Context: an optimization exercise on an open-source flow, tuned for small area, a short achievable clock period and few clock cycles per item. The choices shown serve that exercise and are no tape-out recipe. Where RTL was checked, it was by simulation tests only, not by an equivalence proof against the original. Only the layout flow was run in runs 6 and 7; the RTL was not checked for function there. Power and IR drop assume default switching activity.

<file path="design.v">
`timescale 1ns / 1ps
module memoryModule #(
	parameter ramWidth = 8,
	parameter addrSize = 8) (
	input clk, rst, isIndirect,
	input [1:0] cntrl,
	input [addrSize-1:0] addr,
	input [ramWidth-1:0] dataIn,
	output [ramWidth-1:0] dataOut,
	output dataReady
	);
	reg ph;                  
	reg [15:0] ptrH, ptrL;   
	wire [7:0] rdata;
	wire startInd = cntrl[1] & isIndirect & ~ph;
	assign dataReady = cntrl[1] & (ph | ~isIndirect);
	assign dataOut = rdata;
	wire we = cntrl == 2'b11 && (ph || !isIndirect);
	wire [7:0] wdata = rst ? 8'd0 : we ? dataIn : rdata;
	wire [7:0] lt = addr & {8{~ph}};
	wire [7:0] lf = ~addr & {8{~ph}};
	wire [15:0] H, L;
	genvar g, b;
	generate
		for (g = 0; g < 16; g = g + 1) begin : dec
			g_a41o uh (.a1(g[3] ? lt[7] : lf[7]), .a2(g[2] ? lt[6] : lf[6]),
			           .a3(g[1] ? lt[5] : lf[5]), .a4(g[0] ? lt[4] : lf[4]),
			           .b1(ptrH[g]), .y(H[g]));
			g_a41o ul (.a1(g[3] ? lt[3] : lf[3]), .a2(g[2] ? lt[2] : lf[2]),
			           .a3(g[1] ? lt[1] : lf[1]), .a4(g[0] ? lt[0] : lf[0]),
			           .b1(ptrL[g]), .y(L[g]));
		end
	endgenerate
	wire [255:0] row;
	wire [2047:0] words;
	generate
		for (g = 0; g < 256; g = g + 1) begin : word
			reg [7:0] q;
			g_a21o ur (.a1(H[g/16]), .a2(L[g%16]), .b1(rst), .y(row[g]));
			assign words[g*8 +: 8] = q;
			always @(posedge clk)
				if (row[g]) q <= wdata;
		end
	endgenerate
	generate
		for (b = 0; b < 8; b = b + 1) begin : rbit
			wire [15:0] sa, sb, t;
			wire [3:0] s3;
			wire [1:0] s4;
			for (g = 0; g < 16; g = g + 1) begin : grp
				g_ao8 ua (.r(L[7:0]),
				          .q({words[(16*g+7)*8+b], words[(16*g+6)*8+b], words[(16*g+5)*8+b], words[(16*g+4)*8+b],
				              words[(16*g+3)*8+b], words[(16*g+2)*8+b], words[(16*g+1)*8+b], words[(16*g)*8+b]}),
				          .y(sa[g]));
				g_ao8 ub (.r(L[15:8]),
				          .q({words[(16*g+15)*8+b], words[(16*g+14)*8+b], words[(16*g+13)*8+b], words[(16*g+12)*8+b],
				              words[(16*g+11)*8+b], words[(16*g+10)*8+b], words[(16*g+9)*8+b], words[(16*g+8)*8+b]}),
				          .y(sb[g]));
				g_o21ai uo (.a1(sa[g]), .a2(sb[g]), .b1(H[g]), .y(t[g]));
			end
			for (g = 0; g < 4; g = g + 1) begin : t3
				g_nand4 u (.a(t[4*g]), .b(t[4*g+1]), .c(t[4*g+2]), .d(t[4*g+3]), .y(s3[g]));
			end
			g_nor2 t4a (.a(s3[0]), .b(s3[1]), .y(s4[0]));
			g_nor2 t4b (.a(s3[2]), .b(s3[3]), .y(s4[1]));
			g_nand2 t5 (.a(s4[0]), .b(s4[1]), .y(rdata[b]));
		end
	endgenerate
	integer m;
	always @(posedge clk) begin
		if (rst) ph <= 1'b0;
		else ph <= startInd;
		for (m = 0; m < 16; m = m + 1) begin
			ptrH[m] <= ~rst & startInd & (rdata[7:4] == m);
			ptrL[m] <= ~rst & startInd & (rdata[3:0] == m);
		end
	end
endmodule
module g_a41o (input a1, a2, a3, a4, b1, output y);
	assign y = (a1 & a2 & a3 & a4) | b1;
endmodule
module g_a21o (input a1, a2, b1, output y);
	assign y = (a1 & a2) | b1;
endmodule
module g_ao8 (input [7:0] r, input [7:0] q, output y);
	assign y = ~(~((r[0] & q[0]) | (r[1] & q[1])) & ~((r[2] & q[2]) | (r[3] & q[3])) &
	             ~((r[4] & q[4]) | (r[5] & q[5])) & ~((r[6] & q[6]) | (r[7] & q[7])));
endmodule
module g_o21ai (input a1, a2, b1, output y);
	assign y = ~((a1 | a2) & b1);
endmodule
module g_nand4 (input a, b, c, d, output y);
	assign y = ~(a & b & c & d);
endmodule
module g_nand2 (input a, b, output y);
	assign y = ~(a & b);
endmodule
module g_nor2 (input a, b, output y);
	assign y = ~(a | b);
endmodule
</file>
<file path="constraint.sdc">
create_clock -name core_clock -period 6.0 [get_ports {clk}]
set_input_delay 1.2000 -clock core_clock [delete_from_list [all_inputs] [get_ports {clk}]]
set_output_delay 1.2000 -clock core_clock [all_outputs]
set_load 0.01 [all_outputs]
</file>
<file path="standard.sh">
#!/bin/bash
# synth_recipe.tcl (not shown) runs the flow's synth.tcl, then flattens the netlist and writes it again
# the make line also repeats each setting of config.mk as NAME=value (left out here)
make -C /OpenROAD-flow-scripts/flow DESIGN_CONFIG=/design/flow/config.mk WORK_HOME=/design/flow/orfs CLKGATE_MAP_FILE= SYNTH_SCRIPT=/design/flow/synth_recipe.tcl "${@:-finish}"
</file>
<file path="flow/run.sh">
#!/bin/bash
# Standard layout, with the ports buffered by plain buffers (buf_4, which the
# resizer may size up or down within the buf footprint) instead of the delay
# cells buffer_ports picks by default.
set -euo pipefail
bash standard.sh "BUFFER_PORTS_ARGS=-buffer_cell sky130_fd_sc_hd__buf_4" finish > standard.log 2>&1
</file>
<file path="config.mk">
export PLATFORM = sky130hd
export DESIGN_NAME = memoryModule
export DESIGN_NICKNAME = memoryModule
export VERILOG_FILES = /design/flow/design.v
export SDC_FILE = /design/flow/constraint.sdc
export NUM_CORES = 4
export LEC_CHECK = 0
export CAP_MARGIN = 20
export CORE_MARGIN = 2
export CORE_UTILIZATION = 60
export CTS_CLUSTER_DIAMETER = 80
export CTS_CLUSTER_SIZE = 28
export GPL_TIMING_DRIVEN = 0
export SETUP_SLACK_MARGIN = 0.6
export SLEW_MARGIN = 20
export SYNTH_HIERARCHICAL = 1
export SYNTH_MINIMUM_KEEP_SIZE = 0
export TNS_END_PERCENT = 5
</file>
==> flow_summary.ini, run 1 <==
[status]
status = finished clean

[yosys]
synth_nets = 3948
yosysUniqueCellTypes = 24
yosysWarnings = 7
synth_edf_count = 2048
yosysTopAreaCell = edfxtp_1
ys_ff_latch = 2081
synthArstFlopShare = 0
synthTopCellsByArea = edfxtp_1, a22oi_1, a21o_1, nand4_1, dfxtp_1
syn_area_per_cell_um2 = 19.1
syn_area_um2 = 75200
synth_cells = 3927
yosys-top-cells-count = edfxtp_1, a22oi_1, nand4_1, a21o_1, o21ai_1
synth_ff_type = edfxtp_1
synth-seq-area-share = 0.827
synth.most_common_cell = edfxtp_1
synth_top_area_share = 0.818

[layout]
drive_gt1_frac = 0.0982
final_area_um2 = 84300
area_growth_pct = 12.2
nets = 4238
ff_latch_area_um2 = 62200
multiInputGateArea_um2 = 13800
post_layout_nonfiller_instances = 5894
fill_cells = 7829

[drt]
drtAntennaViolNets = 0
drc = 0
drtPass1Iterations = 9
viasPerCell = 7.07
finalWirelength_um = 186000
num_vias = 41652
wl_per_cell_um = 31.6
drt_iter0_drc = 6337

[critical_path]
slowest_stage = nand4_1
worstPathCellList = buf_4, and2b_4, a41o_4, buf_16, a22oi_1, nand4_1, o21ai_1, nand4_1, nor2_4, nand2_4, buf_4
required_ns = 4.80
reg2reg_slack_ns = 0.73
critical_path_class = input port to primary output
path_max_fanout = 63
reg2reg_to = word[71].q[0]$_DFFE_PP_
arrival_ns = 4.32
cpPeakStageDelay_ns = 0.54
reg2reg_from = ph$_SDFF_PP0_
crit_path_start_kind = input port
worst_setup_path_end_kind = primary output
rr_worst_depth = 17
path_delay_family = simple AND/OR/NAND/NOR gates
critical_path_buf_inv_count = 3

[timing]
worst_pin_slew_ns = 1.23
rsz0062_at_grt = true
period_share = 0.919
slew_headroom = 0.178
fin_hold_ws_ns = 0.917
final.min_clock_period_ns = 5.52
fmax_ghz = 0.181
hold_viol = 0
setup_viol = 0
skew_ns = 0.0347
slew_violations = 0

[power]
leakage_nw = 29.0
ir_drop_v = 0.000279
cellPowerDensity_nw_per_um2 = 338

[floorplanning]
std_cell_rows = 129
die_area_um2 = 128000
fp.dieH_um = 358
start_util = 0.606
pin_count = 30
fp.coreArea_um2 = 124000
dieWidth_um = 358

[place]
gp_congestion = 0.820
place_area_um2 = 81100
post-dp-hpwl_um = 117000
dp.cells = 5726
io_buffer_count = 29

[job]
drv_cap = 0

[global_routing]
grt_start_max_net_pins = 97
antenna_found_initial = 3
grt_pass1_vias = 40033
overflow = 0
grt_use_total = 0.289
grt_pass1_wl_um = 268000

[clock_network]
clkLatencyLatePin_ns = 0.72
hold_buffers = 0
cts_buffer_depth = 3
cts_tree = built
numCtsBuffers = 89
htreeDepth = 3
clkTransAtPathRegs_ns = 0.10
cts.sinks = 2081
root_buffer = clkbuf_16

[worst_hold_path]
hp-start = ph$_SDFF_PP0_
hold_end = ph$_SDFF_PP0_
hold_class = flip-flop to flip-flop
min_path_cells = 3
[logic make-up after synthesis]
| kind of cell | Yosys count | share of synthesized area |
|---|---|---|
| flip-flops | 2081 | 0.827 |
| AND/OR/NAND/NOR | 394 | 0.0312 |
| AO/OA/AOI/OAI | 1440 | 0.141 |
| multiplexers | 8 | 0.00107 |
| buffers and inverters | 4 | 0.000316 |
[worst max-delay path by stage]
stage / start / endpoint / slack (ns) / cells after the start
2_1_floorplan: addr[3] / word[0].q[0]$_DFFE_PP_ / -0.51 / 10
3_3_place_gp: addr[1] / word[64].q[6]$_DFFE_PP_ / -5.99 / 11
3_5_place_dp: addr[0] / word[64].q[6]$_DFFE_PP_ / -0.48 / 19
4_1_cts: addr[1] / dataOut[5] / 0.55 / 11
5_1_grt: addr[3] / dataOut[0] / 0.45 / 11
6_report: addr[1] / dataOut[0] / 0.48 / 11
[flip-flops by register name, summed over array words and instances, names as in the netlist]
register / flops
ptrL: 16
ptrH: 16
word.q: 2048
ph: 1
[cell usage in the layout (no fill, tap or decap), types with 3 or more instances in the layout]
cell type and count:
a21o_1 256, and2b_4 3, inv_6 7, clkbuf_1 13, nor2_4 14, a22oi_1 1011
mux2i_4 8, nor3_1 6, a41o_1 11, clkinv_4 4, o21ai_2 18, buf_16 99
bufinv_16 4, nand2b_1 21, nand2_4 3, a41o_4 16, buf_4 50, clkinv_8 5
a22oi_2 13, nor2_1 28, buf_8 31, dfxtp_1 32, nand4_1 288, buf_12 6
nor2_2 6, o21ai_1 109, nand2_2 5, clkinvlp_4 3, nor2b_1 3, edfxtp_1 2048
nand3b_1 4, clkbuf_16 90, inv_8 3, a41o_2 19
[Yosys stat by module (local to each module, per instance), a selection]
module,times used,flops+latches,area [um2]
g_o21ai,128,0,5.00
g_ao8,256,0,36.3
g_a21o,256,0,7.51
g_a41o,32,0,10.0
memoryModule,1,2081,62700
g_nand2,8,0,3.75
[through the flow]
stage	util	setup TNS, ns	total power, mW	setup WS, ns
6_report	0.680	0	28.5	0.483
5_1_grt	0.680	0	29.4	0.451
4_1_cts	0.679	0	28.6	0.546
3_5_place_dp	0.654	-64.13	21.5	-0.481
3_3_place_gp	0.628	-	21.0	-5.99
2_1_floorplan	-	-1016.88	19.9	-0.513
[power by group]
group	internal (mW)	total (mW)	switching, mW
clock network	2.99	7.22	4.23
logic	0.874	2.78	1.91
registers	18.1	18.5	0.447
[layer usage]
layer | global-route usage | vias up | wire, um
li1 | - | 17788 | -
met1 | 0.429 | 21519 | 76200
met2 | 0.458 | 2066 | 89000
met3 | 0.0400 | 273 | 15800
met4 | 0.0801 | 6 | 5110
met5 | 0 | - | 41
[timing repair]
item | in CTS | in global routing
buffers inserted | 13 | 10
gates cloned | 13 | 1
endpoints found under the setup margin | 1821 | 68
gates resized for setup | 50 | 20
pin swaps | 27 | 25
[worst reg2reg max path, delay by kind of cell (launching register included)]
kind	cells	cell delay [ns]
AO/OA/AOI/OAI	3	0.91
buffers and inverters	7	1.46
flip-flops	1	0.40
multiplexers	1	0.68
AND/OR/NAND/NOR	6	1.64
[area by class of cell]
| class | count | area share |
|---|---|---|
| sequential | 2081 | 0.737 |
| multi-input combinational | 1856 | 0.163 |
| buffer | 4 | 0.000415 |
| clock inverter | 28 | 0.00449 |
| antenna | 1 | 0.0000297 |
| tap | 1637 | 0.0243 |
| clock buffer | 102 | 0.0272 |
| timing repair buffer | 185 | 0.0435 |
Testbench counts, summed over its fixed seeds: cycles 7,680, items 6,400.
==> run 2, diff against run 1 <==
--- a/config.mk
+++ b/config.mk
@@ -11,8 +11,8 @@
 export CTS_CLUSTER_DIAMETER = 80
 export CTS_CLUSTER_SIZE = 28
 export GPL_TIMING_DRIVEN = 0
-export SETUP_SLACK_MARGIN = 0.6
+export SETUP_SLACK_MARGIN = 1.3
 export SLEW_MARGIN = 20
 export SYNTH_HIERARCHICAL = 1
 export SYNTH_MINIMUM_KEEP_SIZE = 0
-export TNS_END_PERCENT = 5
+export TNS_END_PERCENT = 2
==> run 2 against run 1 <==
Compared with the run above:
- final cell count grew 2.1%
- total power grew 1.3%
- non-clock buffer count rose by 111
- setup slack improved by 0.22 ns
- clock skew down 0.0014 ns
- sequential power is essentially flat
- synthesized cell count did not move
- area after synthesis is the same
- critical path depth rose by 2
- still clean
==> flow_summary.ini, run 2 <==
[yosys]
syn_area_per_cell_um2 = 19.1
yosysWarnings = 7
synth_xor_area_frac = 0
synth_edf_count = 2048
synthMuxAreaShare = 0.00107
syn_area_um2 = 75200
synth-seq-area-share = 0.827
synth_top_family_by_area = compound AO/OA/AOI/OAI gates
yosys-top-cells-count = edfxtp_1, a22oi_1, nand4_1, a21o_1, o21ai_1
synth_compound_area_frac = 0.141
synthAdderAreaFrac = 0
synth_nets = 3948
synth_top_area_share = 0.818
yosys.area_share.simple = 0.0312
ys_ff_latch = 2081
synthArstFlopShare = 0
yosysUniqueCellTypes = 24
synth.most_common_cell = edfxtp_1
synth_ff_type = edfxtp_1
synthTopCellsByArea = edfxtp_1, a22oi_1, a21o_1, nand4_1, dfxtp_1
yosysTopAreaCell = edfxtp_1
synth_cells = 3927

[timing]
skew_ns = 0.0334
period_share = 0.882
final.min_clock_period_ns = 5.29
setup_viol = 0
setup_ws_ns = 0.708
fmax_ghz = 0.189
slew_violations = 0
worst_pin_slew_ns = 1.06
fin_hold_ws_ns = 0.950
hold_viol = 0
slew_headroom = 0.296
rsz0062_at_grt = true

[floorplanning]
start_util = 0.606
fp.dieH_um = 358
die_area_um2 = 128000
std_cell_rows = 129
fp.coreArea_um2 = 124000
pin_count = 30
dieWidth_um = 358

[global_routing]
grt_pass1_wl_um = 282000
grt_use_total = 0.307
antenna_found_initial = 5
overflow = 0
grt_start_max_net_pins = 97
grt_pass1_vias = 40949

[place]
gp_congestion = 0.820
io_buffer_count = 29
post-dp-hpwl_um = 117000
dp.cells = 5726
dp_slack_ns = -0.481

[layout]
area_growth_pct = 15.5
drive_gt1_frac = 0.153
mostFrequentLayoutCells = edfxtp_1, a22oi_1, nand4_1, a21o_1, buf_4
post_layout_nonfiller_instances = 6015
top_register = word.q
multiInputGateArea_um2 = 14500
nets = 4358
largest_register_ffs = 2048
top_regs = word.q (2048), ptrH (16), ptrL (16)
ff_latch_area_um2 = 62200
fill_cells = 7552
layout_commonest_cell = edfxtp_1

[drt]
drt_iter0_drc = 7617
viasPerCell = 7.23
finalWirelength_um = 206000
num_vias = 43493
drtPass1Iterations = 6
wl_per_cell_um = 34.2
drc = 0
drtAntennaViolNets = 0

[clock_network]
root_buffer = clkbuf_16
clkTransAtPathRegs_ns = 0.11
cts_tree = built
clkLatencyLatePin_ns = 0.73
htreeDepth = 3
cts_buffer_depth = 3
cts.sinks = 2081
numCtsBuffers = 89

[power]
leakage_nw = 30.0
swShare = 0.235
ir_drop_v = 0.000281
power.total_mw = 28.9
intPower_mw = 22.1
p_sw_mw = 6.80
cellPowerDensity_nw_per_um2 = 333
p_seq_frac = 0.642
combPwrFrac = 0.106
power.clock.fraction = 0.251

[critical_path]
required_ns = 4.80
crit_path_start_kind = input port
arrival_ns = 4.09
worst_setup_path_end_kind = primary output
path_max_fanout = 8
critical_path_class = input port to primary output

[job]
drv_cap = 0

[worst_hold_path]
hold_class = input port to flip-flop

[status]
status = finished clean
run 2: cell counts after synthesis:
No cell type changed its count.
run 2: cells by family (layout without fill, tap and decap cells):
kind of cell           Yosys count  count (layout)
AOI/OAI and AO/OA             1440            1457
buffers and inverters            4             430
DFF                           2081            2081
muxes                            8              10
other                            0               2
and+or+nand+nor                394             398
run 2: modules after synthesis (local to each module, per instance), excerpt:
module	flops+latches	cell area (um2)	cells
g_a21o	0	7.51	1
g_nor2	0	3.75	1
g_nand4	0	6.26	1
g_ao8	0	36.3	5
g_a41o	0	10.0	1
g_nand2	0	3.75	1
g_o21ai	0	5.00	1
run 2: critical path: stages:
cell	delay, ns
buf_4	0.14
and2b_2	0.26
a41o_4	0.36
buf_12	0.18
clkbuf_16	0.17
buf_4	0.14
a22oi_2	0.19
nand4_1	0.19
o21ai_1	0.18
nand4_1	0.40
nor2_4	0.32
nand2_4	0.15
buf_4	0.18
run 2: power groups by stage:
stage          Combinational, mW  Clock (mW)  Sequential (mW)
4_1_cts                     2.92        7.33             18.5
6_report                    3.07        7.26             18.5
5_1_grt                     3.20        7.84             18.7
3_5_place_dp                2.69           0             18.8
3_3_place_gp                2.03           0             19.0
2_1_floorplan               1.15           0             18.8
run 2: per-layer routing:
metal | vias to the layer above | wire length (um) | global-route usage
li1 | 18061 | - | -
met1 | 22367 | 80100 | 0.454
met2 | 2709 | 96900 | 0.484
met3 | 346 | 22700 | 0.0492
met4 | 10 | 6000 | 0.0852
met5 | - | 188 | 0
run 2: final cells by class:
type / instances / area share
flip-flops and latches: 2081 / 0.716
multi-input cells: 1865 / 0.167
repair buffers: 296 / 0.0613
clock buffers: 102 / 0.0265
well taps: 1637 / 0.0236
clock inverters: 28 / 0.00437
plain buffers: 4 / 0.000519
diodes: 2 / 0.0000577
run 2: repair_timing:
action | CTS | global route
buffers inserted | 63 | 40
endpoints found under the setup margin | 2088 | 510
hold buffers | 0 | 0
pin swaps | 105 | 88
resized for setup | 166 | 70
gates cloned | 34 | 19
run 2: worst paths after layout:
path | start | to | slack [ns] | depth (start not counted)
setup / recovery | addr[0] | dataOut[4] | 0.71 | 13
hold / removal | isIndirect | ph$_SDFF_PP0_ | 0.95 | 3
setup reg to reg | ph$_SDFF_PP0_ | word[185].q[2]$_DFFE_PP_ | 0.97 | 18
hold reg to reg | word[36].q[4]$_DFFE_PP_ | ptrH[4]$_DFF_P_ | 0.98 | 7
run 2: through the flow:
stage	cell area (um2)	TNS [ns]	utilization
after floorplan	75500	-1016.88	-
after global placement	77800	-	0.628
after detailed placement	81100	-64.13	0.654
after CTS	85700	0	0.691
after global routing	86800	0	0.700
final	86800	0	0.700
==> run 3, diff against run 2 <==
--- a/config.mk
+++ b/config.mk
@@ -7,12 +7,12 @@
 export LEC_CHECK = 0
 export CAP_MARGIN = 20
 export CORE_MARGIN = 2
-export CORE_UTILIZATION = 60
+export CORE_UTILIZATION = 55
 export CTS_CLUSTER_DIAMETER = 80
 export CTS_CLUSTER_SIZE = 28
 export GPL_TIMING_DRIVEN = 0
-export SETUP_SLACK_MARGIN = 1.3
+export SETUP_SLACK_MARGIN = 1.0
 export SLEW_MARGIN = 20
 export SYNTH_HIERARCHICAL = 1
 export SYNTH_MINIMUM_KEEP_SIZE = 0
-export TNS_END_PERCENT = 2
+export TNS_END_PERCENT = 5
==> run 3 against run 2 <==
Compared with the run above:
- largest cell class unchanged
- synthesized cell count unchanged
- largest power group unchanged
- cell area up 1.8%
- first-iteration DRC count down 7.4%
- critical path depth up 1
- worst hold slack worse by 0.026 ns
- count of clock-buffer cells in the layout up 1
- register-to-register slack about the same
==> flow_summary.ini, run 3 <==
[status]
status = finished clean

[timing]
final.min_clock_period_ns = 5.40
slew_headroom = 0.329
setup_viol = 0
skew_ns = 0.0579
fin_setup_tns_ns = 0
fmax_ghz = 0.185
slew_violations = 0
hold_viol = 0
rsz0062_at_grt = true
worst_pin_slew_ns = 1.01
period_share = 0.899

[clock_network]
root_buffer = clkbuf_16
cts.sinks = 2081
numCtsBuffers = 90
hold_buffers = 0
clkTransAtPathRegs_ns = 0.10
cts_tree = built
clkLatencyLatePin_ns = 0.76
cts_buffer_depth = 3
htreeDepth = 3

[worst_hold_path]
hold_class = input port to flip-flop

[floorplanning]
dieWidth_um = 374
fp.coreArea_um2 = 136000
die_area_um2 = 140000
start_util = 0.554
fp.dieH_um = 374
std_cell_rows = 135
pin_count = 30

[critical_path]
path_max_fanout = 11
crit_path_start_kind = input port
worst_setup_path_end_kind = primary output
required_ns = 4.80
cpPeakStageDelay_ns = 0.46
slowest_stage = nand4_1
arrival_ns = 4.20
critical_path_class = input port to primary output
worstPathCellList = buf_4, and2b_4, a41o_4, buf_16, buf_16, buf_12, clkbuf_16, a22oi_1, nand4_1, o21ai_2, nand4_1, nor2_4, nand2_4, buf_4

[layout]
top_register = word.q
area_growth_pct = 17.5
mostFrequentLayoutCells = edfxtp_1, a22oi_1, nand4_1, a21o_1, buf_4
nets = 4422
largest_register_ffs = 2048
drive_gt1_frac = 0.161
layout_commonest_cell = edfxtp_1
top_regs = word.q (2048), ptrH (16), ptrL (16)

[yosys]
synth_ff_type = edfxtp_1
ys_ff_latch = 2081
syn_area_per_cell_um2 = 19.1
yosysTopAreaCell = edfxtp_1
syn_area_um2 = 75200
synth_edf_count = 2048
synth.most_common_cell = edfxtp_1
synth_top_area_share = 0.818
synth_nets = 3948
yosysUniqueCellTypes = 24
yosys-top-cells-count = edfxtp_1, a22oi_1, nand4_1, a21o_1, o21ai_1
synth-seq-area-share = 0.827
synth_cells = 3927
yosysWarnings = 7
synthArstFlopShare = 0
synthTopCellsByArea = edfxtp_1, a22oi_1, a21o_1, nand4_1, dfxtp_1

[global_routing]
grt_use_total = 0.302
overflow = 0
grt_pass1_wl_um = 300000
antenna_found_initial = 10
grt_pass1_vias = 40856
grt_start_max_net_pins = 89

[power]
cellPowerDensity_nw_per_um2 = 329
combPwrFrac = 0.112
ir_drop_v = 0.000267
p_sw_mw = 6.98
leakage_nw = 30.6
intPower_mw = 22.1
power.total_mw = 29.1
swShare = 0.240
p_seq_frac = 0.635
power.clock.fraction = 0.253

[drt]
finalWirelength_um = 224000
viasPerCell = 7.07
wl_per_cell_um = 35.9
drt_iter0_drc = 7054
num_vias = 43994
drc = 0
drtPass1Iterations = 6
drtAntennaViolNets = 0

[place]
post-dp-hpwl_um = 118000
gp_congestion = 0.734
io_buffer_count = 29

[job]
drv_cap = 0
run 3: changes by cell type in the layout (fill, tap and decap cells not counted), moves of 9 or more:
cell,delta
a22oi_2,-17
buf_4,+25
clkbuf_16,+12
buf_16,+23
a22oi_1,+17
o21ai_2,-9
bufbuf_16,+18
run 3: Yosys stat by module (local to each module, per instance):
| module | times used | cells inside |
|---|---|---|
| g_nand2 | 8 | 1 |
| g_nor2 | 16 | 1 |
| g_a21o | 256 | 1 |
| g_o21ai | 128 | 1 |
| g_a41o | 32 | 1 |
| memoryModule | 1 | 2175 |
| g_nand4 | 32 | 1 |
| g_ao8 | 256 | 5 |
run 3: through the flow:
stage	cell area [um2]	hold WS, ns	utilization	std cells	worst slack (ns)
2_1_floorplan	75500	0.779	-	3927	-0.513
4_1_cts	87100	0.912	0.642	6149	0.782
6_report	88400	0.924	0.651	6224	0.603
5_1_grt	88400	0.949	0.651	6222	0.680
3_5_place_dp	81600	0.995	0.602	5885	-0.317
3_3_place_gp	78000	0.965	0.575	5737	-6.22
run 3: path summary, 6_finish.rpt:
path,from,to,slack [ns],cells after the start
worst max-delay path,addr[0],dataOut[2],0.60,14
worst min-delay path,dataIn[5],word[33].q[5]$_DFFE_PP_,0.92,3
worst max register to register,ph$_SDFF_PP0_,word[251].q[3]$_DFFE_PP_,0.96,22
worst min register to register,word[20].q[0]$_DFFE_PP_,ptrL[0]$_DFF_P_,1.10,8
run 3: critical path, delay by kind of cell:
| family | cells | cell delay (ns) |
|---|---|---|
| compound gates | 3 | 0.74 |
| buf+inv | 6 | 0.93 |
| simple gates | 5 | 1.28 |
run 3: power by group through the flow:
stage	Combinational [mW]	Clock, mW	Sequential (mW)
final	3.25	7.37	18.5
after global routing	3.37	7.91	18.6
after detailed placement	2.76	0	18.8
after global placement	2.11	0	18.9
after floorplan	1.15	0	18.8
after CTS	3.09	7.41	18.5
run 3: layer usage:
layer / track usage / vias to the layer above / wire (um)
met5: 0 / - / 66
met4: 0.0773 / 10 / 6320
met3: 0.0530 / 304 / 24900
met2: 0.460 / 2588 / 102000
met1: 0.456 / 22887 / 89900
li1: - / 18205 / -
run 3: final cells by class:
type,count,area (um2)
Fill cell,9063,47300
Clock inverter,28,317
Sequential cell,2081,62200
Antenna cell,3,7.51
Tap cell,1781,2230
Clock buffer,103,2340
Buffer,4,45.0
Multi-Input combinational cell,1857,14400
Timing Repair Buffer,367,6870
run 3: what timing repair did:
action	CTS	global route
buffers inserted	79	46
resized for setup	165	66
setup endpoints to repair	2088	248
gates cloned	54	26
pin swaps	99	83
run 3: cell families after synthesis:
| kind of cell | Yosys count | synth area share |
|---|---|---|
| buffers and inverters | 4 | 0.000316 |
| AND/OR/NAND/NOR | 394 | 0.0312 |
| flip-flops | 2081 | 0.827 |
| multiplexers | 8 | 0.00107 |
| AO/OA/AOI/OAI | 1440 | 0.141 |
==> run 4, diff against run 3 <==
--- a/config.mk
+++ b/config.mk
@@ -7,7 +7,7 @@
 export LEC_CHECK = 0
 export CAP_MARGIN = 20
 export CORE_MARGIN = 2
-export CORE_UTILIZATION = 55
+export CORE_UTILIZATION = 60
 export CTS_CLUSTER_DIAMETER = 80
 export CTS_CLUSTER_SIZE = 28
 export GPL_TIMING_DRIVEN = 0
==> run 4 against run 3 <==
Compared with the run above:
- still clean on timing, DRC and antenna
- critical path type unchanged
- sequential share of layout area up 1.5 points
- critical path depth down 2
- clock power down 1%
- via count down 1.5%
- non-clock buffer count down 93
- critical endpoint unchanged
- setup slack better by 0.12 ns
- first-iteration DRC count down 2.3%
- maximum frequency up 2.3%
- routed wire length down 8.5%
- register-to-register slack better by 0.03 ns
- combinational power down 7.1%
- sequential cell count unchanged
==> flow_summary.ini, run 4 <==
[power]
ir_drop_v = 0.000285
swShare = 0.235
p_seq_frac = 0.643
power.total_mw = 28.8
intPower_mw = 22.0
cellPowerDensity_nw_per_um2 = 333
power.clock.fraction = 0.252
combPwrFrac = 0.105
leakage_nw = 29.9
p_sw_mw = 6.78

[global_routing]
grt_pass1_vias = 40930
antenna_found_initial = 4
grt_start_max_net_pins = 97
grt_pass1_wl_um = 282000
overflow = 0
grt_use_total = 0.307

[floorplanning]
die_area_um2 = 128000
std_cell_rows = 129
pin_count = 30
fp.coreArea_um2 = 124000
start_util = 0.606
dieWidth_um = 358
fp.dieH_um = 358

[layout]
multiInputGateArea_um2 = 14400
fill_cells = 7594
post_layout_nonfiller_instances = 5991
layout_commonest_cell = edfxtp_1
top_register = word.q
drive_gt1_frac = 0.141
area_growth_pct = 15.0
nets = 4334
ff_latch_area_um2 = 62200
largest_register_ffs = 2048
mostFrequentLayoutCells = edfxtp_1, a22oi_1, nand4_1, a21o_1, clkbuf_16
final_area_um2 = 86500
top_regs = word.q (2048), ptrH (16), ptrL (16)
utilization = 0.697

[critical_path]
critPathCapture = dataOut[2]
arrival_ns = 4.08
crit_start = addr[2]
critical_path_class = input port to primary output
path_max_fanout = 6
required_ns = 4.80
reg2reg_slack_ns = 0.99
reg2reg_to = word[71].q[0]$_DFFE_PP_
reg2reg_from = ph$_SDFF_PP0_
worst_setup_path_end_kind = primary output
rr_worst_depth = 19
crit_path_start_kind = input port

[timing]
skew_ns = 0.0371
slew_headroom = 0.281
period_share = 0.880
slew_violations = 0
worst_pin_slew_ns = 1.08
fmax_ghz = 0.189
fin_hold_ws_ns = 0.947
final.min_clock_period_ns = 5.28
rsz0062_at_grt = true
setup_viol = 0
hold_viol = 0

[yosys]
synthTopCellsByArea = edfxtp_1, a22oi_1, a21o_1, nand4_1, dfxtp_1
synth_cells = 3927
yosys-top-cells-count = edfxtp_1, a22oi_1, nand4_1, a21o_1, o21ai_1
synthArstFlopShare = 0
ys_ff_latch = 2081
synth_edf_count = 2048
yosysUniqueCellTypes = 24
yosysTopAreaCell = edfxtp_1
synth_ff_type = edfxtp_1
synth_top_area_share = 0.818
yosysWarnings = 7
syn_area_per_cell_um2 = 19.1
synth_nets = 3948
synth.most_common_cell = edfxtp_1
syn_area_um2 = 75200
synth-seq-area-share = 0.827

[drt]
num_vias = 43319
drc = 0
drtAntennaViolNets = 0
viasPerCell = 7.23
wl_per_cell_um = 34.1
drt_iter0_drc = 6894
finalWirelength_um = 204000
drtPass1Iterations = 6

[clock_network]
htreeDepth = 3
root_buffer = clkbuf_16
cts_buffer_depth = 3
cts.sinks = 2081
cts_tree = built
clkLatencyLatePin_ns = 0.73
clkTransAtPathRegs_ns = 0.11
numCtsBuffers = 89
hold_buffers = 0

[place]
place_area_um2 = 81100
post-dp-hpwl_um = 117000
io_buffer_count = 29
dp.cells = 5726
gp_congestion = 0.820

[status]
status = finished clean

[job]
drv_cap = 0

[worst_hold_path]
hold_class = input port to flip-flop
run 4: changes by cell type in the layout (fill, tap and decap cells not counted), moves of 6 or more:
cell,before,now
buf_4,137,92
nor2_2,6,0
a41o_2,20,26
buf_16,125,103
bufbuf_16,34,15
clkbuf_16,115,105
a41o_4,23,17
run 4: metrics by stage:
| stage | TNS [ns] | setup WS, ns |
|---|---|---|
| 2_1_floorplan | -1016.88 | -0.513 |
| 3_3_place_gp | - | -5.99 |
| 3_5_place_dp | -64.13 | -0.481 |
| 4_1_cts | 0 | 0.895 |
| 5_1_grt | 0 | 0.732 |
| 6_report | 0 | 0.723 |
run 4: worst min path at each step:
stage	startpoint	end	slack, ns	cells past startpoint
3_5_place_dp	ph$_SDFF_PP0_	ph$_SDFF_PP0_	0.93	2
5_1_grt	isIndirect	ph$_SDFF_PP0_	0.94	3
2_1_floorplan	ph$_SDFF_PP0_	ph$_SDFF_PP0_	0.78	2
6_report	isIndirect	ph$_SDFF_PP0_	0.95	3
4_1_cts	isIndirect	ph$_SDFF_PP0_	0.91	3
3_3_place_gp	ph$_SDFF_PP0_	ph$_SDFF_PP0_	0.91	2
run 4: layout make-up:
type	instances	share of cell area
flip-flops and latches	2081	0.719
clock buffers	102	0.0266
clock inverters	28	0.00438
well taps	1637	0.0237
multi-input cells	1863	0.166
repair buffers	274	0.0594
plain buffers	4	0.000521
diodes	2	0.0000579
run 4: power by group through the flow:
stage	Clock [mW]	Sequential [mW]	Combinational (mW)
2_1_floorplan	0	18.8	1.15
3_3_place_gp	0	19.0	2.03
3_5_place_dp	0	18.8	2.69
4_1_cts	7.33	18.5	2.91
5_1_grt	7.85	18.7	3.15
6_report	7.27	18.5	3.02
run 4: cells by family after synthesis:
logic type	after synthesis	share of synthesized area
AOI/OAI and AO/OA	1440	0.141
muxes	8	0.00107
buffers and inverters	4	0.000316
DFF	2081	0.827
and+or+nand+nor	394	0.0312
run 4: routing by layer:
metal  global-route usage  vias up  wire length, um
met3               0.0482      305            22400
met4               0.0858        6             5480
met2                0.483     2604            96300
met1                0.455    22389            80200
li1                     -    18015                -
met5                    0        -               44
run 4: worst max-delay path, stage by stage:
cell	delay (ns)
buf_6	0.11
and2b_4	0.20
a41o_4	0.34
buf_12	0.17
clkbuf_16	0.16
a22oi_1	0.24
nand4_1	0.22
o21ai_2	0.22
nand4_1	0.52
nor2_4	0.38
nand2_4	0.13
buf_4	0.17
run 4: Yosys stat by module (local to each module, per instance):
module / cells inside / area, um2 / copies in the design / flops+latches
g_a21o: 1 / 7.51 / 256 / 0
g_nand2: 1 / 3.75 / 8 / 0
g_nand4: 1 / 6.26 / 32 / 0
g_o21ai: 1 / 5.00 / 128 / 0
g_ao8: 5 / 36.3 / 256 / 0
memoryModule: 2175 / 62700 / 1 / 2081
g_a41o: 1 / 10.0 / 32 / 0
g_nor2: 1 / 3.75 / 16 / 0
run 4: timing repair:
item,in CTS,in global routing
buffers inserted,60,20
pin swaps,105,47
gates resized for setup,165,40
endpoints found under the hold margin,0,0
setup endpoints to repair,2071,141
gates cloned,34,18
==> run 5, diff against run 4 <==
--- a/config.mk
+++ b/config.mk
@@ -8,8 +8,9 @@
 export CAP_MARGIN = 20
 export CORE_MARGIN = 2
 export CORE_UTILIZATION = 60
-export CTS_CLUSTER_DIAMETER = 80
-export CTS_CLUSTER_SIZE = 28
+export CTS_BUF_LIST = sky130_fd_sc_hd__clkbuf_8
+export CTS_CLUSTER_DIAMETER = 60
+export CTS_CLUSTER_SIZE = 16
 export GPL_TIMING_DRIVEN = 0
 export SETUP_SLACK_MARGIN = 1.0
 export SLEW_MARGIN = 20
==> run 5 against run 4 <==
Compared with the run above:
- combinational power hardly changed
- maximum frequency shrank 2.6%
- die area did not move
- synthesized cell count stayed put
- critical endpoint is now dataOut[3]
- clock skew rose by 0.0045 ns
- non-clock buffer count shrank 17
- sequential cell count unchanged
- area after synthesis unchanged
- first-iteration DRC count is 4.2% higher
- largest cell class unchanged
- still clean
- sequential share of layout area is 0.49 points higher
==> flow_summary.ini, run 5 <==
[worst_hold_path]
hp-start = isIndirect
hold_class = input port to flip-flop

[layout]
area_growth_pct = 14.2
post_layout_nonfiller_instances = 6054
ff_latch_area_um2 = 62200
top_regs = word.q (2048), ptrH (16), ptrL (16)
top_register = word.q
fill_cells = 7674
mostFrequentLayoutCells = edfxtp_1, a22oi_1, nand4_1, a21o_1, clkbuf_8
drive_gt1_frac = 0.150
nets = 4381
largest_register_ffs = 2048
layout_commonest_cell = edfxtp_1
multiInputGateArea_um2 = 14400

[drt]
finalWirelength_um = 201000
wl_per_cell_um = 33.2
drc = 0
num_vias = 43132
drtPass1Iterations = 6
viasPerCell = 7.12
drt_iter0_drc = 7185
drtAntennaViolNets = 0

[place]
gp_congestion = 0.820
post-dp-hpwl_um = 117000
io_buffer_count = 29
dp.cells = 5726

[global_routing]
grt_pass1_vias = 41375
grt_pass1_wl_um = 283000
antenna_found_initial = 5
grt_use_total = 0.310
overflow = 0
grt_start_max_net_pins = 97

[yosys]
synth_compound_area_frac = 0.141
yosysWarnings = 7
synthMuxAreaShare = 0.00107
synthAdderAreaFrac = 0
synth_ff_type = edfxtp_1
synth-seq-area-share = 0.827
yosys-top-cells-count = edfxtp_1, a22oi_1, nand4_1, a21o_1, o21ai_1
synth_top_family_by_area = compound AO/OA/AOI/OAI gates
synth_edf_count = 2048
synth_top_area_share = 0.818
synth_cells = 3927
syn_area_um2 = 75200
synthArstFlopShare = 0
ys_ff_latch = 2081
synth_nets = 3948
yosysTopAreaCell = edfxtp_1
yosys.area_share.simple = 0.0312
synth.most_common_cell = edfxtp_1
yosysUniqueCellTypes = 24
synth_xor_area_frac = 0
synthTopCellsByArea = edfxtp_1, a22oi_1, a21o_1, nand4_1, dfxtp_1
syn_area_per_cell_um2 = 19.1

[critical_path]
worstPathCellList = clkbuf_16, nor2_2, a41o_4, buf_16, a22oi_1, nand4_1, o21ai_2, nand4_1, nor2_4, nand2_4, buf_4
worst_setup_path_end_kind = primary output
cpPeakStageDelay_ns = 0.48
slowest_stage = nand4_1
arrival_ns = 4.22
critical_path_class = flip-flop to primary output
required_ns = 4.80
reg2reg_from = ph$_SDFF_PP0_
crit_path_start_kind = flip-flop
path_max_fanout = 54
crit_top_cell = nand4_1
crit_start = ph$_SDFF_PP0_

[power]
swShare = 0.238
cellPowerDensity_nw_per_um2 = 329
combPwrFrac = 0.108
ir_drop_v = 0.000292
p_seq_frac = 0.655
power.clock.fraction = 0.237
intPower_mw = 21.5
leakage_nw = 29.7
p_sw_mw = 6.74

[timing]
fin_hold_ws_ns = 0.753
worst_pin_slew_ns = 1.16
skew_ns = 0.0416
final.min_clock_period_ns = 5.42
fin_setup_tns_ns = 0
slew_violations = 0
setup_viol = 0
hold_viol = 0
fmax_ghz = 0.185
rsz0062_at_grt = true
period_share = 0.903
slew_headroom = 0.227

[clock_network]
numCtsBuffers = 152
cts_buffer_depth = 3
root_buffer = clkbuf_8
htreeDepth = 4
cts_tree = built
clkTransAtPathRegs_ns = 0.10
cts.sinks = 2081
clkLatencyLatePin_ns = 0.92

[floorplanning]
pin_count = 30
die_area_um2 = 128000
fp.coreArea_um2 = 124000
start_util = 0.606
std_cell_rows = 129
fp.dieH_um = 358
dieWidth_um = 358

[job]
drv_cap = 0

[status]
status = finished clean
run 5: cell counts after synthesis:
No cell type changed its count.
run 5: per-layer routing:
metal  up-vias  GRT usage  wire length, um
met1     22090      0.456            79800
li1      18114          -                -
met5         -          0               33
met4         4     0.0916             5810
met2      2571      0.480            94300
met3       353     0.0579            21200
run 5: path summary, 6_finish.rpt:
check                                  end  slack (ns)  cells past startpoint
setup reg to reg  word[188].q[2]$_DFFE_PP_        0.82                     19
hold reg to reg              ph$_SDFF_PP0_        0.94                      3
hold / removal               ph$_SDFF_PP0_        0.75                      3
setup / recovery                dataOut[3]        0.58                     11
run 5: layout make-up:
cell class | instances | area share
repair buffers | 257 | 0.0554
clock inverters | 48 | 0.00318
flip-flops and latches | 2081 | 0.724
diodes | 4 | 0.000117
multi-input cells | 1864 | 0.168
plain buffers | 4 | 0.000525
well taps | 1637 | 0.0239
clock buffers | 159 | 0.0255
run 5: what timing repair did:
item,4_1_cts,5_1_grt
hold buffers,0,0
pin swaps,121,56
cloned,37,8
buffers inserted,66,6
setup endpoints to repair,2069,297
gates resized for setup,172,28
run 5: critical path, delay by kind of cell, from the launching register on:
family | cells | cell delay, ns
AOI/OAI and AO/OA | 3 | 0.93
buffers and inverters | 3 | 0.59
and+or+nand+nor | 5 | 1.24
DFF | 1 | 0.44
run 5: metrics by stage:
stage / power [mW] / instance area (um2) / utilization / setup slack, ns
final: 28.3 / 85900 / 0.693 / 0.584
after detailed placement: 21.5 / 81100 / 0.654 / -0.481
after floorplan: 19.9 / 75500 / - / -0.513
after global routing: 29.2 / 85900 / 0.693 / 0.567
after CTS: 28.3 / 85500 / 0.690 / 0.718
after global placement: 21.0 / 77800 / 0.628 / -5.99
run 5: cell families (layout without fill, tap and decap cells):
kind of cell / Yosys count / count (layout)
DFF: 2081 / 2081
AOI/OAI and AO/OA: 1440 / 1458
and+or+nand+nor: 394 / 397
muxes: 8 / 9
buffers and inverters: 4 / 468
other: 0 / 4
run 5: power groups by stage:
stage / Combinational, mW / Clock (mW) / Sequential (mW)
floorplan: 1.15 / 0 / 18.8
global placement: 2.03 / 0 / 19.0
detailed placement: 2.69 / 0 / 18.8
CTS: 2.97 / 6.83 / 18.5
global route: 3.17 / 7.35 / 18.7
finish: 3.04 / 6.70 / 18.5
run 5: per-module statistics from Yosys (local to each module, per instance):
module,flops+latches,copies in the design,cells inside
g_o21ai,0,128,1
g_a21o,0,256,1
g_nand4,0,32,1
g_a41o,0,32,1
g_ao8,0,256,5
memoryModule,2081,1,2175
g_nor2,0,16,1
g_nand2,0,8,1
==> run 6, diff against run 5 <==
--- a/design.v
+++ b/design.v
@@ -19,16 +19,20 @@
 	wire [7:0] wdata = rst ? 8'd0 : we ? dataIn : rdata;
 	wire [7:0] lt = addr & {8{~ph}};
 	wire [7:0] lf = ~addr & {8{~ph}};
-	wire [15:0] H, L;
+	wire [15:0] H;
+	wire [31:0] L;    
 	genvar g, b;
 	generate
 		for (g = 0; g < 16; g = g + 1) begin : dec
 			g_a41o uh (.a1(g[3] ? lt[7] : lf[7]), .a2(g[2] ? lt[6] : lf[6]),
 			           .a3(g[1] ? lt[5] : lf[5]), .a4(g[0] ? lt[4] : lf[4]),
 			           .b1(ptrH[g]), .y(H[g]));
-			g_a41o ul (.a1(g[3] ? lt[3] : lf[3]), .a2(g[2] ? lt[2] : lf[2]),
-			           .a3(g[1] ? lt[1] : lf[1]), .a4(g[0] ? lt[0] : lf[0]),
-			           .b1(ptrL[g]), .y(L[g]));
+			g_a41o ul0 (.a1(g[3] ? lt[3] : lf[3]), .a2(g[2] ? lt[2] : lf[2]),
+			            .a3(g[1] ? lt[1] : lf[1]), .a4(g[0] ? lt[0] : lf[0]),
+			            .b1(ptrL[g]), .y(L[g]));
+			g_a41o ul1 (.a1(g[3] ? lt[3] : lf[3]), .a2(g[2] ? lt[2] : lf[2]),
+			            .a3(g[1] ? lt[1] : lf[1]), .a4(g[0] ? lt[0] : lf[0]),
+			            .b1(ptrL[g]), .y(L[16+g]));
 		end
 	endgenerate
 	wire [255:0] row;
@@ -36,7 +40,7 @@
 	generate
 		for (g = 0; g < 256; g = g + 1) begin : word
 			reg [7:0] q;
-			g_a21o ur (.a1(H[g/16]), .a2(L[g%16]), .b1(rst), .y(row[g]));
+			g_a21o ur (.a1(H[g/16]), .a2(L[16*(g/128) + g%16]), .b1(rst), .y(row[g]));
 			assign words[g*8 +: 8] = q;
 			always @(posedge clk)
 				if (row[g]) q <= wdata;
@@ -48,11 +52,11 @@
 			wire [3:0] s3;
 			wire [1:0] s4;
 			for (g = 0; g < 16; g = g + 1) begin : grp
-				g_ao8 ua (.r(L[7:0]),
+				g_ao8 ua (.r(L[16*(g/8) +: 8]),
 				          .q({words[(16*g+7)*8+b], words[(16*g+6)*8+b], words[(16*g+5)*8+b], words[(16*g+4)*8+b],
 				              words[(16*g+3)*8+b], words[(16*g+2)*8+b], words[(16*g+1)*8+b], words[(16*g)*8+b]}),
 				          .y(sa[g]));
-				g_ao8 ub (.r(L[15:8]),
+				g_ao8 ub (.r(L[16*(g/8) + 8 +: 8]),
 				          .q({words[(16*g+15)*8+b], words[(16*g+14)*8+b], words[(16*g+13)*8+b], words[(16*g+12)*8+b],
 				              words[(16*g+11)*8+b], words[(16*g+10)*8+b], words[(16*g+9)*8+b], words[(16*g+8)*8+b]}),
 				          .y(sb[g]));
--- a/config.mk
+++ b/config.mk
@@ -8,9 +8,8 @@
 export CAP_MARGIN = 20
 export CORE_MARGIN = 2
 export CORE_UTILIZATION = 60
-export CTS_BUF_LIST = sky130_fd_sc_hd__clkbuf_8
-export CTS_CLUSTER_DIAMETER = 60
-export CTS_CLUSTER_SIZE = 16
+export CTS_CLUSTER_DIAMETER = 80
+export CTS_CLUSTER_SIZE = 28
 export GPL_TIMING_DRIVEN = 0
 export SETUP_SLACK_MARGIN = 1.0
 export SLEW_MARGIN = 20
==> run 6 against run 5 <==
Compared with the run above:
- the layout now fails its checks (capacitance limit, slew limit)
- total power up 4.1%
- count of clock-buffer cells in the layout fell by 53
- setup slack got worse by 0.15 ns
- non-clock buffer count up 109
- via count rose by 16%
- clock skew decreased by 0.0034 ns
- die area increased by 0.21%
- synthesized cell count is 0.41% higher
- first-iteration DRC count increased by 52%
- cell area grew 3.8%
- critical path type unchanged
- largest cell class unchanged
- largest power group unchanged
- highest routed layer unchanged
==> flow_summary.ini, run 6 <==
[timing]
rsz0062_at_grt = true
slew_headroom = -0.109
period_share = 0.927
fmax_ghz = 0.180
final.min_clock_period_ns = 5.56
fin_hold_ws_ns = 1.02
slew_violations = 21
setup_ws_ns = 0.437
skew_ns = 0.0382
hold_viol = 0
worst_pin_slew_ns = 1.66
fin_setup_tns_ns = 0
setup_viol = 0

[floorplanning]
pin_count = 30
start_util = 0.602
fp.dieH_um = 358
die_area_um2 = 128000
fp.coreArea_um2 = 125000
std_cell_rows = 130
dieWidth_um = 358

[critical_path]
path_max_fanout = 11
arrival_ns = 4.36
reg2reg_slack_ns = 0.94
required_ns = 4.80
critical_path_class = flip-flop to primary output
crit_path_start_kind = flip-flop
reg2reg_to = word[132].q[2]$_DFFE_PP_
worstPathCellList = buf_12, nor2_4, clkbuf_4, buf_4, a41o_4, a22oi_1, nand4_1, o21ai_1, nand4_1, nor2_1, nand2_2, buf_4
worst_setup_path_end_kind = primary output
slowest_stage = dfxtp_4
rr_worst_depth = 15
reg2reg_from = ptrL[15]$_DFF_P_
cpPeakStageDelay_ns = 0.46

[layout]
fill_cells = 7440
final_area_um2 = 89100
layout_commonest_cell = edfxtp_1
top_regs = word.q (2048), ptrH (16), ptrL (16)
mostFrequentLayoutCells = edfxtp_1, a22oi_1, nand4_1, a21o_1, buf_4
utilization = 0.713
largest_register_ffs = 2048
area_growth_pct = 18.3
drive_gt1_frac = 0.183
top_register = word.q
nets = 4574
post_layout_nonfiller_instances = 6248

[power]
leakage_nw = 31.1
ir_drop_v = 0.000268
swShare = 0.249
cellPowerDensity_nw_per_um2 = 330
power.total_mw = 29.4
p_seq_frac = 0.631
power.clock.fraction = 0.245
combPwrFrac = 0.124
p_sw_mw = 7.33
intPower_mw = 22.1

[yosys]
ys_ff_latch = 2081
synth_compound_area_frac = 0.142
yosysTopAreaCell = edfxtp_1
synth.most_common_cell = edfxtp_1
synth_top_family_by_area = compound AO/OA/AOI/OAI gates
synth-seq-area-share = 0.825
synthArstFlopShare = 0
yosysWarnings = 7
synth_nets = 3964
yosysUniqueCellTypes = 24
yosys-top-cells-count = edfxtp_1, a22oi_1, nand4_1, a21o_1, o21ai_1
yosys.area_share.simple = 0.0311
synth_top_area_share = 0.816
synthTopCellsByArea = edfxtp_1, a22oi_1, a21o_1, nand4_1, dfxtp_1
synthMuxAreaShare = 0.00106
syn_area_per_cell_um2 = 19.1
synthAdderAreaFrac = 0
synth_cells = 3943
syn_area_um2 = 75300
synth_xor_area_frac = 0
synth_edf_count = 2048
synth_ff_type = edfxtp_1

[place]
dp_slack_ns = -0.249
post-dp-hpwl_um = 116000
gp_congestion = 0.802
io_buffer_count = 29
place_area_um2 = 80600
dp.cells = 5724

[global_routing]
grtUsageMet3 = 0.0430
met1_usage = 0.419
use_met2 = 0.450
grt.busiest_layer = met2
antenna_found_initial = 15
grt_start_max_net_pins = 88
overflow = 0
grt_pass1_vias = 39303
grt_pass1_wl_um = 261000
grt_use_total = 0.281

[worst_hold_path]
hold_class = flip-flop to flip-flop
hp-start = word[230].q[4]$_DFFE_PP_
min_path_cells = 7
hold_end = ptrH[0]$_DFF_P_

[drt]
drt_iter0_drc = 10940
num_vias = 50113
viasPerCell = 8.02
finalWirelength_um = 274000
drtPass1Iterations = 9
drc = 0
drtAntennaViolNets = 0
wl_per_cell_um = 43.8

[clock_network]
cts_tree = built
htreeDepth = 3
cts_buffer_depth = 3
clkTransAtPathRegs_ns = 0.11
clkLatencyLatePin_ns = 0.74
root_buffer = clkbuf_16
numCtsBuffers = 87
cts.sinks = 2081

[status]
so.violations = capacitance limit, slew limit
status = finished with violations

[job]
drv_cap = 2
[run 6: worst max-delay path by stage]
stage             startpoint                       end  slack [ns]  cells after the start
2_1_floorplan        addr[3]    word[0].q[0]$_DFFE_PP_       -0.31                     10
3_3_place_gp         addr[3]   word[16].q[6]$_DFFE_PP_       -5.57                     11
3_5_place_dp         addr[3]  word[214].q[2]$_DFFE_PP_       -0.25                     17
4_1_cts        ph$_SDFF_PP0_                dataOut[3]         0.1                     10
5_1_grt        ph$_SDFF_PP0_                dataOut[4]        0.75                     12
6_report       ph$_SDFF_PP0_                dataOut[7]        0.44                     12
[run 6: power by group through the flow]
stage	registers, mW	logic (mW)	clock network, mW
after floorplan	18.8	1.17	0
after global placement	19.0	2.08	0
after detailed placement	18.8	2.72	0
after CTS	18.5	2.72	7.18
after global routing	18.7	3.66	7.69
final	18.6	3.65	7.22
[run 6: worst max-delay path: cells and delay by family, from the launching register on]
family | cells | cell delay (ns)
and+or+nand+nor | 5 | 1.27
buffers and inverters | 4 | 0.81
DFF | 1 | 0.46
AOI/OAI and AO/OA | 3 | 1.06
[run 6: what timing repair did]
item,4_1_cts,5_1_grt
cloned,0,156
setup endpoints to repair,2003,1565
gates resized for setup,9,320
hold buffers,0,0
setup buffers,0,233
pin swaps,0,181
[run 6: cell type report]
| cell class | instances | area, um2 | area share |
|---|---|---|---|
| Clock inverter | 19 | 206 | 0.00232 |
| Clock buffer | 106 | 2350 | 0.0264 |
| Buffer | 4 | 40.0 | 0.000449 |
| Multi-Input combinational cell | 2013 | 17100 | 0.191 |
| Antenna cell | 9 | 22.5 | 0.000253 |
| Timing Repair Buffer | 366 | 5200 | 0.0584 |
| Tap cell | 1650 | 2060 | 0.0232 |
| Sequential cell | 2081 | 62200 | 0.698 |
[run 6: cell families after synthesis]
logic type,Yosys count
AOI/OAI and AO/OA,1456
and+or+nand+nor,394
buffers and inverters,4
DFF,2081
muxes,8
[run 6: per-layer routing]
layer	vias to the layer above	wire length (um)
met4	27	16900
met2	4917	117000
met5	-	813
met3	1043	46600
li1	19022	-
met1	25104	92700
[run 6: per-module statistics from Yosys (local to each module, per instance)]
module	copies in the design	cells	flops+latches	cell area, um2
g_o21ai	128	1	0	5.00
g_nand4	32	1	0	6.26
g_nand2	8	1	0	3.75
memoryModule	1	2175	2081	62700
g_nor2	16	1	0	3.75
g_ao8	256	5	0	36.3
g_a21o	256	1	0	7.51
g_a41o	48	1	0	10.0
==> run 7, diff against run 6 <==
--- a/design.v
+++ b/design.v
@@ -14,25 +14,20 @@
 	wire [7:0] rdata;
 	wire startInd = cntrl[1] & isIndirect & ~ph;
 	assign dataReady = cntrl[1] & (ph | ~isIndirect);
-	assign dataOut = rdata;
 	wire we = cntrl == 2'b11 && (ph || !isIndirect);
 	wire [7:0] wdata = rst ? 8'd0 : we ? dataIn : rdata;
 	wire [7:0] lt = addr & {8{~ph}};
 	wire [7:0] lf = ~addr & {8{~ph}};
-	wire [15:0] H;
-	wire [31:0] L;    
+	wire [15:0] H, L;
 	genvar g, b;
 	generate
 		for (g = 0; g < 16; g = g + 1) begin : dec
 			g_a41o uh (.a1(g[3] ? lt[7] : lf[7]), .a2(g[2] ? lt[6] : lf[6]),
 			           .a3(g[1] ? lt[5] : lf[5]), .a4(g[0] ? lt[4] : lf[4]),
 			           .b1(ptrH[g]), .y(H[g]));
-			g_a41o ul0 (.a1(g[3] ? lt[3] : lf[3]), .a2(g[2] ? lt[2] : lf[2]),
-			            .a3(g[1] ? lt[1] : lf[1]), .a4(g[0] ? lt[0] : lf[0]),
-			            .b1(ptrL[g]), .y(L[g]));
-			g_a41o ul1 (.a1(g[3] ? lt[3] : lf[3]), .a2(g[2] ? lt[2] : lf[2]),
-			            .a3(g[1] ? lt[1] : lf[1]), .a4(g[0] ? lt[0] : lf[0]),
-			            .b1(ptrL[g]), .y(L[16+g]));
+			g_a41o ul (.a1(g[3] ? lt[3] : lf[3]), .a2(g[2] ? lt[2] : lf[2]),
+			           .a3(g[1] ? lt[1] : lf[1]), .a4(g[0] ? lt[0] : lf[0]),
+			           .b1(ptrL[g]), .y(L[g]));
 		end
 	endgenerate
 	wire [255:0] row;
@@ -40,7 +35,7 @@
 	generate
 		for (g = 0; g < 256; g = g + 1) begin : word
 			reg [7:0] q;
-			g_a21o ur (.a1(H[g/16]), .a2(L[16*(g/128) + g%16]), .b1(rst), .y(row[g]));
+			g_a21o ur (.a1(H[g/16]), .a2(L[g%16]), .b1(rst), .y(row[g]));
 			assign words[g*8 +: 8] = q;
 			always @(posedge clk)
 				if (row[g]) q <= wdata;
@@ -49,25 +44,27 @@
 	generate
 		for (b = 0; b < 8; b = b + 1) begin : rbit
 			wire [15:0] sa, sb, t;
-			wire [3:0] s3;
-			wire [1:0] s4;
+			wire [7:0] s3;
+			wire [3:0] s4;
 			for (g = 0; g < 16; g = g + 1) begin : grp
-				g_ao8 ua (.r(L[16*(g/8) +: 8]),
+				g_ao8 ua (.r(L[7:0]),
 				          .q({words[(16*g+7)*8+b], words[(16*g+6)*8+b], words[(16*g+5)*8+b], words[(16*g+4)*8+b],
 				              words[(16*g+3)*8+b], words[(16*g+2)*8+b], words[(16*g+1)*8+b], words[(16*g)*8+b]}),
 				          .y(sa[g]));
-				g_ao8 ub (.r(L[16*(g/8) + 8 +: 8]),
+				g_ao8 ub (.r(L[15:8]),
 				          .q({words[(16*g+15)*8+b], words[(16*g+14)*8+b], words[(16*g+13)*8+b], words[(16*g+12)*8+b],
 				              words[(16*g+11)*8+b], words[(16*g+10)*8+b], words[(16*g+9)*8+b], words[(16*g+8)*8+b]}),
 				          .y(sb[g]));
 				g_o21ai uo (.a1(sa[g]), .a2(sb[g]), .b1(H[g]), .y(t[g]));
 			end
-			for (g = 0; g < 4; g = g + 1) begin : t3
-				g_nand4 u (.a(t[4*g]), .b(t[4*g+1]), .c(t[4*g+2]), .d(t[4*g+3]), .y(s3[g]));
+			for (g = 0; g < 8; g = g + 1) begin : t3
+				g_nand2 u (.a(t[2*g]), .b(t[2*g+1]), .y(s3[g]));
 			end
-			g_nor2 t4a (.a(s3[0]), .b(s3[1]), .y(s4[0]));
-			g_nor2 t4b (.a(s3[2]), .b(s3[3]), .y(s4[1]));
-			g_nand2 t5 (.a(s4[0]), .b(s4[1]), .y(rdata[b]));
+			for (g = 0; g < 4; g = g + 1) begin : t4
+				g_nor2 u (.a(s3[2*g]), .b(s3[2*g+1]), .y(s4[g]));
+			end
+			g_nand4 t5 (.a(s4[0]), .b(s4[1]), .c(s4[2]), .d(s4[3]), .y(rdata[b]));
+			g_nand4 t5o (.a(s4[0]), .b(s4[1]), .c(s4[2]), .d(s4[3]), .y(dataOut[b]));
 		end
 	endgenerate
 	integer m;
==> run 7 against run 6 <==
Compared with the run above:
- the run now finishes clean
- sequential share of layout area increased by 1.2 points
- setup slack gained 0.30 ns
- critical path depth up 3
- register-to-register slack gained 0.16 ns
- total power shrank 1.3%
- count of clock-buffer cells in the layout stayed put
- synthesized cell count increased by 1.0%
- combinational power decreased by 14%
- sequential power is essentially flat
- clock skew decreased by 0.0018 ns
- non-clock buffer count decreased by 43
- maximum frequency is 5.8% higher
- largest cell class unchanged
==> flow_summary.ini, run 7 <==
[status]
status = finished clean

[clock_network]
cts_tree = built
cts.sinks = 2081
clkTransAtPathRegs_ns = 0.11
root_buffer = clkbuf_16
clkLatencyLatePin_ns = 0.74
cts_buffer_depth = 3
htreeDepth = 3
hold_buffers = 0
numCtsBuffers = 90

[power]
swShare = 0.239
leakage_nw = 30.7
power.clock.fraction = 0.256
p_sw_mw = 6.95
ir_drop_v = 0.000297
intPower_mw = 22.1
cellPowerDensity_nw_per_um2 = 332
p_seq_frac = 0.636
combPwrFrac = 0.108

[yosys]
synth_xor_area_frac = 0
yosysTopAreaCell = edfxtp_1
synthMuxAreaShare = 0.00106
synthTopCellsByArea = edfxtp_1, a22oi_1, a21o_1, nand4_1, dfxtp_1
synth_cells = 3983
synthArstFlopShare = 0
synth_top_family_by_area = compound AO/OA/AOI/OAI gates
synth_compound_area_frac = 0.140
synth-seq-area-share = 0.825
synth_ff_type = edfxtp_1
ys_ff_latch = 2081
synth.most_common_cell = edfxtp_1
synth_top_area_share = 0.816
syn_area_per_cell_um2 = 18.9
syn_area_um2 = 75300
synth_nets = 4004
synthAdderAreaFrac = 0
yosys-top-cells-count = edfxtp_1, a22oi_1, nand4_1, a21o_1, o21ai_1
synth_edf_count = 2048
yosysWarnings = 7
yosysUniqueCellTypes = 24
yosys.area_share.simple = 0.0334

[drt]
wl_per_cell_um = 35.8
num_vias = 44130
drtPass1Iterations = 6
drc = 0
drtAntennaViolNets = 0
viasPerCell = 7.22
finalWirelength_um = 219000
drt_iter0_drc = 7427

[global_routing]
grt_use_total = 0.332
antenna_found_initial = 5
grt_start_max_net_pins = 96
grt_pass1_wl_um = 300000
grt_pass1_vias = 41500
overflow = 0

[critical_path]
critical_path_class = flip-flop to primary output
crit_path_start_kind = flip-flop
arrival_ns = 4.06
worst_setup_path_end_kind = primary output
required_ns = 4.80
path_max_fanout = 8

[layout]
mostFrequentLayoutCells = edfxtp_1, a22oi_1, nand4_1, a21o_1, buf_16
top_regs = word.q (2048), ptrH (16), ptrL (16)
largest_register_ffs = 2048
ff_latch_area_um2 = 62200
final_area_um2 = 87600
drive_gt1_frac = 0.145
post_layout_nonfiller_instances = 6110
layout_commonest_cell = edfxtp_1
fill_cells = 7836
nets = 4436
top_register = word.q
multiInputGateArea_um2 = 14400
area_growth_pct = 16.2

[timing]
final.min_clock_period_ns = 5.26
period_share = 0.876
slew_headroom = 0.259
slew_violations = 0
setup_ws_ns = 0.741
rsz0062_at_grt = true
fmax_ghz = 0.190
hold_viol = 0
setup_viol = 0
worst_pin_slew_ns = 1.11
skew_ns = 0.0364

[place]
post-dp-hpwl_um = 116000
io_buffer_count = 29
place_area_um2 = 81500
dp_slack_ns = -0.304
dp.cells = 5805
gp_congestion = 0.749

[floorplanning]
pin_count = 30
fp.coreArea_um2 = 125000
fp.dieH_um = 358
dieWidth_um = 358
std_cell_rows = 130
die_area_um2 = 128000
start_util = 0.602

[worst_hold_path]
hold_class = input port to flip-flop

[job]
drv_cap = 0
==> run 7: final timing paths <==
kind	start	end	slack, ns	cells past startpoint
setup / recovery	ph$_SDFF_PP0_	dataOut[1]	0.74	15
hold / removal	isIndirect	ph$_SDFF_PP0_	1.02	3
setup reg to reg	ph$_SDFF_PP0_	word[11].q[3]$_DFFE_PP_	1.10	19
hold reg to reg	ph$_SDFF_PP0_	ph$_SDFF_PP0_	1.07	3
==> run 7: critical path, cell delays in order, from the launching register on <==
cell	delay [ns]
dfxtp_4	0.43
clkbuf_16	0.18
nor2_4	0.08
buf_4	0.16
a41o_4	0.32
buf_16	0.18
buf_16	0.17
buf_6	0.16
buf_4	0.14
a22oi_2	0.23
nand4_1	0.15
o21ai_1	0.18
nand2_2	0.14
nor2_4	0.18
nand4_1	0.31
buf_4	0.27
==> run 7: routing by layer <==
layer  up-vias  track usage  routed length, um
met5         -            0                 28
met4         2       0.0919               6170
met3       286       0.0635              24100
met2      2581        0.511             102000
met1     23001        0.493              86700
li1      18260            -                  -
==> run 7: final cells by class <==
type                            count  area share
Sequential cell                  2081       0.710
Multi-Input combinational cell   1915       0.164
Timing Repair Buffer              323      0.0708
Clock buffer                      106      0.0270
Tap cell                         1650      0.0236
Clock inverter                     27     0.00392
Buffer                              4    0.000514
Antenna cell                        4    0.000114
==> run 7: logic make-up (layout without fill, tap and decap cells) <==
| logic type | Yosys count | after routing |
|---|---|---|
| AO/OA/AOI/OAI | 1440 | 1457 |
| buffers and inverters | 4 | 460 |
| flip-flops | 2081 | 2081 |
| multiplexers | 8 | 8 |
| other | 0 | 4 |
| AND/OR/NAND/NOR | 450 | 450 |
==> run 7: what timing repair did <==
| action | in CTS | in global routing |
|---|---|---|
| gates cloned | 52 | 11 |
| setup buffers | 80 | 25 |
| pin swaps | 81 | 26 |
| gates resized for setup | 173 | 26 |
| endpoints found under the setup margin | 2066 | 72 |
==> run 7: per-module statistics from Yosys, one instance, submodules excluded, a selection <==
| module | cells | flops+latches |
|---|---|---|
| memoryModule | 2175 | 2081 |
| g_ao8 | 5 | 0 |
| g_nor2 | 1 | 0 |
| g_nand4 | 1 | 0 |
| g_a21o | 1 | 0 |
| g_a41o | 1 | 0 |
| g_o21ai | 1 | 0 |
==> run 7: per-stage QoR <==
step	power [mW]	util	hold slack (ns)	TNS, ns
finish	29.1	0.700	1.02	0
global route	29.8	0.700	1.01	0
CTS	29.0	0.695	0.951	0
detailed placement	21.6	0.652	1.04	-41.40
global placement	21.1	0.623	1.01	-
floorplan	19.9	-	0.779	-1074.36
==> run 7: power by group through the flow <==
stage               logic (mW)  registers (mW)  clock network (mW)
CTS                       3.05            18.5                7.46
floorplan                 1.15            18.8                   0
global route              3.27            18.6                7.93
detailed placement        2.77            18.8                   0
finish                    3.13            18.5                7.43
global placement          2.11            18.9                   0

==> separate check: timing with driven ports <==
No port has a modelled driver above. Below, the same layouts with a new extraction and two added sets of constraints.
Step 1 (the two cells are an assumption about what drives the block):
set clk [get_ports {clk}]
set_driving_cell -lib_cell sky130_fd_sc_hd__clkbuf_16 $clk
set_driving_cell -lib_cell sky130_fd_sc_hd__buf_2 [delete_from_list [all_inputs] $clk]
Step 2 also shifts input and output timing later by t, the mid clock arrival at the registers, as if the neighbouring blocks saw the same clock.
a / b / c = no drivers / after step 1 / after step 2; a / b = the first two.
run	shift t [ns]	setup slack, ns	hold WS [ns]	worst setup path at the end	worst register clock-pin slew, ns
run 1	0.786	0.483 / 0.405 / -0.023	0.917 / 0.904 / 0.917	input to register	0.11 / 0.11
run 2	0.790	0.708 / 0.665 / 0.167	0.950 / 0.902 / 0.982	input to register	0.11 / 0.11
run 3	0.817	0.603 / 0.525 / 0.226	0.924 / 0.874 / 1.096	input to register	0.11 / 0.11
run 4	0.794	0.723 / 0.680 / 0.190	0.947 / 0.902 / 0.972	input to register	0.11 / 0.11
run 5	0.982	0.584 / 0.505 / 0.072	0.753 / 0.708 / 0.937	input to register	0.11 / 0.11
run 6	0.798	0.437 / 0.364 / 0.167	1.018 / 0.985 / 1.018	input to register	0.12 / 0.12
run 7	0.807	0.741 / 0.658 / 0.350	1.017 / 0.965 / 1.067	input to register	0.12 / 0.12
With both steps, setup timing fails in run 1, where it was met with ideal ports. The setup slack of run 2, which loses most, moves by -0.043 ns with the drivers and by -0.541 ns with both steps.
